Context: an optimization exercise on an open-source flow, tuned for small area, a short achievable clock period and few clock cycles. The choices shown serve that exercise and are no tape-out recipe. Where RTL was checked, it was by simulation tests only, not by an equivalence proof against the original.

== juniper ==
==> module RISC_SPM, before the edit <==
module RISC_SPM (clk, rst, mem_rdata, mem_addr, mem_wdata, mem_we, halted);
  input        clk, rst;
  input  [7:0] mem_rdata;
  output [7:0] mem_addr, mem_wdata;
  output       mem_we;
  output       halted;
  reg [7:0] R0, R1, R2, R3;
  reg [7:0] PC, MA;
  reg [2:0] iop;          
  reg [3:0] srcv, dstv;   
  reg       sA, sB, sD;   
  reg       Z;
  reg       halted;
  wire i_add = (iop == 3'd1);
  wire i_sub = (iop == 3'd2);
  wire i_and = (iop == 3'd3);
  wire i_not = (iop == 3'd4);
  wire ex    = i_add | i_sub | i_and | i_not;
  wire [7:0] opA = {8{dstv[0]}} & R0 | {8{dstv[1]}} & R1 | {8{dstv[2]}} & R2 | {8{dstv[3]}} & R3;
  wire [7:0] opB = {8{srcv[0]}} & R0 | {8{srcv[1]}} & R1 | {8{srcv[2]}} & R2 | {8{srcv[3]}} & R3;
  wire [7:0] bx = opB ^ {8{i_sub}};
  wire [7:0] p0 = opA ^ bx;
  wire [7:0] g0 = opA & bx;
  wire [8:0] G0 = {g0, i_sub}, P0 = {p0, 1'b0};
  wire [8:0] G1, P1, G2, P2, G3;
  genvar k;
  generate
    for (k = 0; k < 9; k = k + 1) begin : ks
      if (k >= 1) begin : a1
        assign G1[k] = G0[k] | P0[k] & G0[k-1]; assign P1[k] = P0[k] & P0[k-1];
      end else begin : b1
        assign G1[k] = G0[k]; assign P1[k] = P0[k];
      end
      if (k >= 2) begin : a2
        assign G2[k] = G1[k] | P1[k] & G1[k-2]; assign P2[k] = P1[k] & P1[k-2];
      end else begin : b2
        assign G2[k] = G1[k]; assign P2[k] = P1[k];
      end
      if (k >= 4) begin : a3
        assign G3[k] = G2[k] | P2[k] & G2[k-4];
      end else begin : b3
        assign G3[k] = G2[k];
      end
    end
  endgenerate
  wire [7:0] sum = p0 ^ G3[7:0];
  reg [7:0] alu;
  always @* begin
    case (iop)
      3'd1, 3'd2: alu = sum;
      3'd3:       alu = opA & opB;
      default:    alu = ~opB;
    endcase
  end
  wire [7:0] axb  = opA ^ opB;
  wire [7:0] aob  = opA | opB;
  wire       zadd = ~|(axb ^ {aob[6:0], 1'b0});
  wire       zsub = ~|axb;
  wire       zand = ~|(opA & opB);
  wire       znot = &opB;
  reg        zt;
  always @* begin
    case (iop)
      3'd1:    zt = zadd;
      3'd2:    zt = zsub;
      3'd3:    zt = zand;
      default: zt = znot;
    endcase
  end
  wire fF = ~sA & ~sD & ~halted & (~sB | ~Z);
  wire bT = sB & Z;                                        
  wire [3:0] fo     = mem_rdata[7:4];
  wire       f_two  = ~fo[3] & fo[2] & (fo[1] | fo[0]);    
  wire       f_brz  = (fo == 4'd8);
  wire       f_halt = fo[3] & (|fo[2:0]);
  wire d_rd = sD & (iop == 3'd5);
  wire d_wr = sD & (iop == 3'd6);
  wire d_br = sD & ~iop[2] | sD & iop[1] & iop[0];       
  wire [6:0] hi1 = PC[7:1] + 7'd1;
  wire [7:0] PC1 = {PC[0] ? hi1 : PC[7:1], ~PC[0]};
  wire [7:0] PC2 = {hi1, PC[0]};
  wire [3:0] wa = {4{ex}} & dstv;
  wire [3:0] wr = {4{d_rd}} & dstv;
  always @(posedge clk or negedge rst)
    if (!rst) begin
      R0 <= 8'd0; R1 <= 8'd0; R2 <= 8'd0; R3 <= 8'd0;
    end else begin
      R0 <= wa[0] ? alu : wr[0] ? mem_rdata : R0;
      R1 <= wa[1] ? alu : wr[1] ? mem_rdata : R1;
      R2 <= wa[2] ? alu : wr[2] ? mem_rdata : R2;
      R3 <= wa[3] ? alu : wr[3] ? mem_rdata : R3;
    end
  always @(posedge clk or negedge rst)
    if (!rst) Z <= 1'b0;
    else if (ex) Z <= zt;
  always @(posedge clk)
    if (fF) begin
      srcv <= 4'b1 << mem_rdata[3:2];
      dstv <= 4'b1 << mem_rdata[1:0];
    end
  always @(posedge clk or negedge rst)
    if (!rst) begin
      PC <= 8'd0; MA <= 8'd0; iop <= 3'd0;
      sA <= 1'b0; sB <= 1'b0; sD <= 1'b0; halted <= 1'b0;
    end else if (fF) begin
      iop  <= fo[2:0] & {3{~fo[3]}};    
      halted <= f_halt;
      MA <= PC1;
      PC <= f_brz ? PC2 : PC1;
      sA <= f_two;
      sB <= f_brz;
    end else if (sA | bT) begin
      MA <= mem_rdata; sA <= 1'b0; sB <= 1'b0; sD <= 1'b1;
      if (sA) PC <= PC1;
    end else if (sD) begin
      sD <= 1'b0;
      if (d_br) begin MA <= mem_rdata; PC <= mem_rdata; end
      else MA <= PC;
    end
  assign mem_addr  = (sB & ~Z) ? PC : MA;
  assign mem_wdata = opB;
  assign mem_we    = d_wr;
endmodule
clock: 5.0 ns
lec_check: 0
abc_area: 1
cap_margin: 20
core_margin: 2
core_utilization: 75
setup_slack_margin: 2.2
slew_margin: 20
standard.sh (not shown) runs the stock make flow with config.mk's settings and CLKGATE_MAP_FILE= SYNTH_SCRIPT=/design/flow/synth_recipe.tcl, a recipe that flattens the netlist after the stock synthesis.
==> flow/flow/run.sh <==
#!/bin/bash
# The standard layout (standard.sh) with two changes:
#  - the port buffers are buf_2 cells instead of the delay cell the resizer
#    picks by default (every port still gets its buffer);
#  - Yosys's abc step runs with flow/abc.script (or yosys's own default abc
#    script if the file says "default") instead of ORFS's script.
# Everything else, registers included, is ORFS's standard synthesis and flow.
set -euo pipefail
here=$(pwd)
export BUFFER_PORTS_ARGS="-buffer_cell sky130_fd_sc_hd__buf_2"
if [[ -f flow/abc.script ]]; then
  if grep -qx default flow/abc.script; then sc=default; else sc=$here/flow/abc.script; fi
  python3 - synth_recipe.tcl "$sc" <<'PY'
import sys
f, sc = sys.argv[1], sys.argv[2]
first, rest = open(f).read().split('\n', 1)
ov = """proc abc {args} {
  set i [lsearch -exact $args -script]
  if {$i >= 0} { set args [lreplace $args $i [expr {$i+1}]] }
  if {"%s" ne "default"} { set args [linsert $args 0 -script %s] }
  puts "abc override: $args"
  yosys abc {*}$args
}""" % (sc, sc)
open(f, 'w').write(first + '\n' + ov + '\n' + rest)
PY
fi
bash standard.sh finish > standard.log 2>&1
diff inputs: juniper => sierra
--- a/flow/design.v
+++ b/flow/design.v
@@ -9,10 +9,12 @@
   reg [2:0] iop;          
   reg [3:0] srcv, dstv;   
   reg       sA, sB, sD;   
+  reg       sBn;          
+  reg       k_sub;        
   reg       Z;
   reg       halted;
   wire i_add = (iop == 3'd1);
-  wire i_sub = (iop == 3'd2);
+  wire i_sub = k_sub;
   wire i_and = (iop == 3'd3);
   wire i_not = (iop == 3'd4);
   wire ex    = i_add | i_sub | i_and | i_not;
@@ -67,8 +69,8 @@
       default: zt = znot;
     endcase
   end
-  wire fF = ~sA & ~sD & ~halted & (~sB | ~Z);
-  wire bT = sB & Z;                                        
+  wire fF = ~sA & ~sD & ~halted & (~sB | sBn);
+  wire bT = sB & ~sBn;                                     
   wire [3:0] fo     = mem_rdata[7:4];
   wire       f_two  = ~fo[3] & fo[2] & (fo[1] | fo[0]);    
   wire       f_brz  = (fo == 4'd8);
@@ -101,7 +103,7 @@
   always @(posedge clk or negedge rst)
     if (!rst) begin
       PC <= 8'd0; MA <= 8'd0; iop <= 3'd0;
-      sA <= 1'b0; sB <= 1'b0; sD <= 1'b0; halted <= 1'b0;
+      sA <= 1'b0; sB <= 1'b0; sBn <= 1'b0; sD <= 1'b0; halted <= 1'b0; k_sub <= 1'b0;
     end else if (fF) begin
       iop  <= fo[2:0] & {3{~fo[3]}};    
       halted <= f_halt;
@@ -109,15 +111,17 @@
       PC <= f_brz ? PC2 : PC1;
       sA <= f_two;
       sB <= f_brz;
+      sBn <= f_brz & ~(ex ? zt : Z);
+      k_sub <= (fo == 4'd2);
     end else if (sA | bT) begin
-      MA <= mem_rdata; sA <= 1'b0; sB <= 1'b0; sD <= 1'b1;
+      MA <= mem_rdata; sA <= 1'b0; sB <= 1'b0; sBn <= 1'b0; sD <= 1'b1;
       if (sA) PC <= PC1;
     end else if (sD) begin
       sD <= 1'b0;
       if (d_br) begin MA <= mem_rdata; PC <= mem_rdata; end
       else MA <= PC;
     end
-  assign mem_addr  = (sB & ~Z) ? PC : MA;
+  assign mem_addr  = sBn ? PC : MA;
   assign mem_wdata = opB;
   assign mem_we    = d_wr;
 endmodule
Notes after the runs:
Maximum clock skew at final layout on sierra is up relative to juniper.
juniper has a lower global-route wire length before repair than sierra.
NOTE sequential cell count juniper->sierra increased by a few percent
From juniper to sierra the numbers moved as follows: post-CTS resize count went up 2; non-clock inverter total of the final layout went down 7.3%; number of max-capacitance violations reported held.
No functional check of the RTL was part of any run of this note.

* * *

The RTL this note starts from:
==> flow/design.v <==
module RISC_SPM (clk, rst, mem_rdata, mem_addr, mem_wdata, mem_we, halted);
  input        clk, rst;
  input  [7:0] mem_rdata;
  output [7:0] mem_addr, mem_wdata;
  output       mem_we;
  output       halted;
  reg [7:0] R0, R1, R2, R3;
  reg [7:0] PC, MA;
  reg [2:0] iop;          
  reg [3:0] srcv, dstv;   
  reg       sA, sB, sD;   
  reg       Z;
  reg       halted;
  wire i_add = (iop == 3'd1);
  wire i_sub = (iop == 3'd2);
  wire i_and = (iop == 3'd3);
  wire i_not = (iop == 3'd4);
  wire ex    = i_add | i_sub | i_and | i_not;
  wire [7:0] opA = {8{dstv[0]}} & R0 | {8{dstv[1]}} & R1 | {8{dstv[2]}} & R2 | {8{dstv[3]}} & R3;
  wire [7:0] opB = {8{srcv[0]}} & R0 | {8{srcv[1]}} & R1 | {8{srcv[2]}} & R2 | {8{srcv[3]}} & R3;
  wire [7:0] bx = opB ^ {8{i_sub}};
  wire [7:0] p0 = opA ^ bx;
  wire [7:0] g0 = opA & bx;
  wire [8:0] G0 = {g0, i_sub}, P0 = {p0, 1'b0};
  wire [8:0] G1, P1, G2, P2, G3;
  genvar k;
  generate
    for (k = 0; k < 9; k = k + 1) begin : ks
      if (k >= 1) begin : a1
        assign G1[k] = G0[k] | P0[k] & G0[k-1]; assign P1[k] = P0[k] & P0[k-1];
      end else begin : b1
        assign G1[k] = G0[k]; assign P1[k] = P0[k];
      end
      if (k >= 2) begin : a2
        assign G2[k] = G1[k] | P1[k] & G1[k-2]; assign P2[k] = P1[k] & P1[k-2];
      end else begin : b2
        assign G2[k] = G1[k]; assign P2[k] = P1[k];
      end
      if (k >= 4) begin : a3
        assign G3[k] = G2[k] | P2[k] & G2[k-4];
      end else begin : b3
        assign G3[k] = G2[k];
      end
    end
  endgenerate
  wire [7:0] sum = p0 ^ G3[7:0];
  reg [7:0] alu;
  always @* begin
    case (iop)
      3'd1, 3'd2: alu = sum;
      3'd3:       alu = opA & opB;
      default:    alu = ~opB;
    endcase
  end
  wire [7:0] axb  = opA ^ opB;
  wire [7:0] aob  = opA | opB;
  wire       zadd = ~|(axb ^ {aob[6:0], 1'b0});
  wire       zsub = ~|axb;
  wire       zand = ~|(opA & opB);
  wire       znot = &opB;
  reg        zt;
  always @* begin
    case (iop)
      3'd1:    zt = zadd;
      3'd2:    zt = zsub;
      3'd3:    zt = zand;
      default: zt = znot;
    endcase
  end
  wire fF = ~sA & ~sD & ~halted & (~sB | ~Z);
  wire bT = sB & Z;                                        
  wire [3:0] fo     = mem_rdata[7:4];
  wire       f_two  = ~fo[3] & fo[2] & (fo[1] | fo[0]);    
  wire       f_brz  = (fo == 4'd8);
  wire       f_halt = fo[3] & (|fo[2:0]);
  wire d_rd = sD & (iop == 3'd5);
  wire d_wr = sD & (iop == 3'd6);
  wire d_br = sD & ~iop[2] | sD & iop[1] & iop[0];       
  wire [6:0] hi1 = PC[7:1] + 7'd1;
  wire [7:0] PC1 = {PC[0] ? hi1 : PC[7:1], ~PC[0]};
  wire [7:0] PC2 = {hi1, PC[0]};
  wire [3:0] wa = {4{ex}} & dstv;
  wire [3:0] wr = {4{d_rd}} & dstv;
  wire [7:0] wdat = sD ? mem_rdata : alu;
  always @(posedge clk or negedge rst)
    if (!rst) begin
      R0 <= 8'd0; R1 <= 8'd0; R2 <= 8'd0; R3 <= 8'd0;
    end else begin
      if (wa[0] | wr[0]) R0 <= wdat;
      if (wa[1] | wr[1]) R1 <= wdat;
      if (wa[2] | wr[2]) R2 <= wdat;
      if (wa[3] | wr[3]) R3 <= wdat;
    end
  always @(posedge clk or negedge rst)
    if (!rst) Z <= 1'b0;
    else if (ex) Z <= zt;
  always @(posedge clk or negedge rst)
    if (!rst) begin
      PC <= 8'd0; MA <= 8'd0; iop <= 3'd0; srcv <= 4'd0; dstv <= 4'd0;
      sA <= 1'b0; sB <= 1'b0; sD <= 1'b0; halted <= 1'b0;
    end else if (fF) begin
      iop  <= fo[2:0] & {3{~fo[3]}};    
      srcv <= 4'b1 << mem_rdata[3:2];
      dstv <= 4'b1 << mem_rdata[1:0];
      sB   <= 1'b0;
      if (f_halt) halted <= 1'b1;
      else begin
        MA <= PC1;
        PC <= f_brz ? PC2 : PC1;
        sA <= f_two;
        sB <= f_brz;
      end
    end else if (sA | bT) begin
      MA <= mem_rdata; sA <= 1'b0; sB <= 1'b0; sD <= 1'b1;
      if (sA) PC <= PC1;
    end else if (sD) begin
      sD <= 1'b0;
      if (d_br) begin MA <= mem_rdata; PC <= mem_rdata; end
      else MA <= PC;
    end
  assign mem_addr  = (sB & ~Z) ? PC : MA;
  assign mem_wdata = opB;
  assign mem_we    = d_wr;
endmodule
export LEC_CHECK = 0
export ABC_AREA = 1
export CAP_MARGIN = 20
export CORE_MARGIN = 2
export CORE_UTILIZATION = 75
export SETUP_SLACK_MARGIN = 2.2
export SLEW_MARGIN = 20
create_clock -name core_clock -period 5.0 [get_ports {clk}]
Scripts as last shown in full above: flow/flow/run.sh
The first run produced a clean layout.
Testbench counts at the start, summed over its fixed seeds: cycles 39,150.
Edit:
--- a/flow/design.v
+++ b/flow/design.v
@@ -79,19 +79,18 @@
   wire [6:0] hi1 = PC[7:1] + 7'd1;
   wire [7:0] PC1 = {PC[0] ? hi1 : PC[7:1], ~PC[0]};
   wire [7:0] PC2 = {hi1, PC[0]};
   wire [3:0] wa = {4{ex}} & dstv;
   wire [3:0] wr = {4{d_rd}} & dstv;
-  wire [7:0] wdat = sD ? mem_rdata : alu;
   always @(posedge clk or negedge rst)
     if (!rst) begin
       R0 <= 8'd0; R1 <= 8'd0; R2 <= 8'd0; R3 <= 8'd0;
     end else begin
-      if (wa[0] | wr[0]) R0 <= wdat;
-      if (wa[1] | wr[1]) R1 <= wdat;
-      if (wa[2] | wr[2]) R2 <= wdat;
-      if (wa[3] | wr[3]) R3 <= wdat;
+      R0 <= wa[0] ? alu : wr[0] ? mem_rdata : R0;
+      R1 <= wa[1] ? alu : wr[1] ? mem_rdata : R1;
+      R2 <= wa[2] ? alu : wr[2] ? mem_rdata : R2;
+      R3 <= wa[3] ? alu : wr[3] ? mem_rdata : R3;
     end
   always @(posedge clk or negedge rst)
     if (!rst) Z <= 1'b0;
     else if (ex) Z <= zt;
   always @(posedge clk or negedge rst)
Effect: The changed run passed the timing, design-rule and antenna checks; setup slack gets better by 0.063 ns; worst hold slack gets worse by 0.0087 ns; final cell count is higher by 1.8%; flip-flop and latch count does not change.
Testbench counts after the change, summed over its fixed seeds: cycles 39,150.

re-timing with driven ports:
How much do the figures lean on ideal ports? The routed layouts below were timed once more, with nothing changed but the port constraints. Step 1 (the two cells are an assumption about what drives the block):
set clk [get_ports {clk}]
set_driving_cell -lib_cell sky130_fd_sc_hd__clkbuf_16 $clk
set_driving_cell -lib_cell sky130_fd_sc_hd__buf_2 [delete_from_list [all_inputs] $clk]
Step 2 moves the port delays by t, midway between the first and last clock arrival at a register: inputs arrive t later, outputs are due t later. That takes back most of the time a late clock gives input paths. Three values: ideal, step 1, step 2; two values: the first two.
run	t (ns)	setup slack, ns	worst setup path after step 2	pins driven straight from the clock port
juniper	0.383	2.239 / 2.206 / 2.273	register to register	1
sierra	0.382	2.107 / 2.107 / 2.068	input to register	1
the first run of note 2	0.378	2.238 / 2.232 / 2.238	register to register	1
the second run of note 2	0.387	2.301 / 2.270 / 2.302	input to register	1
After both steps setup and hold are still met in every run listed. The setup slack of sierra, which loses most, moves by 0.000 ns with the drivers and by -0.039 ns with both steps.
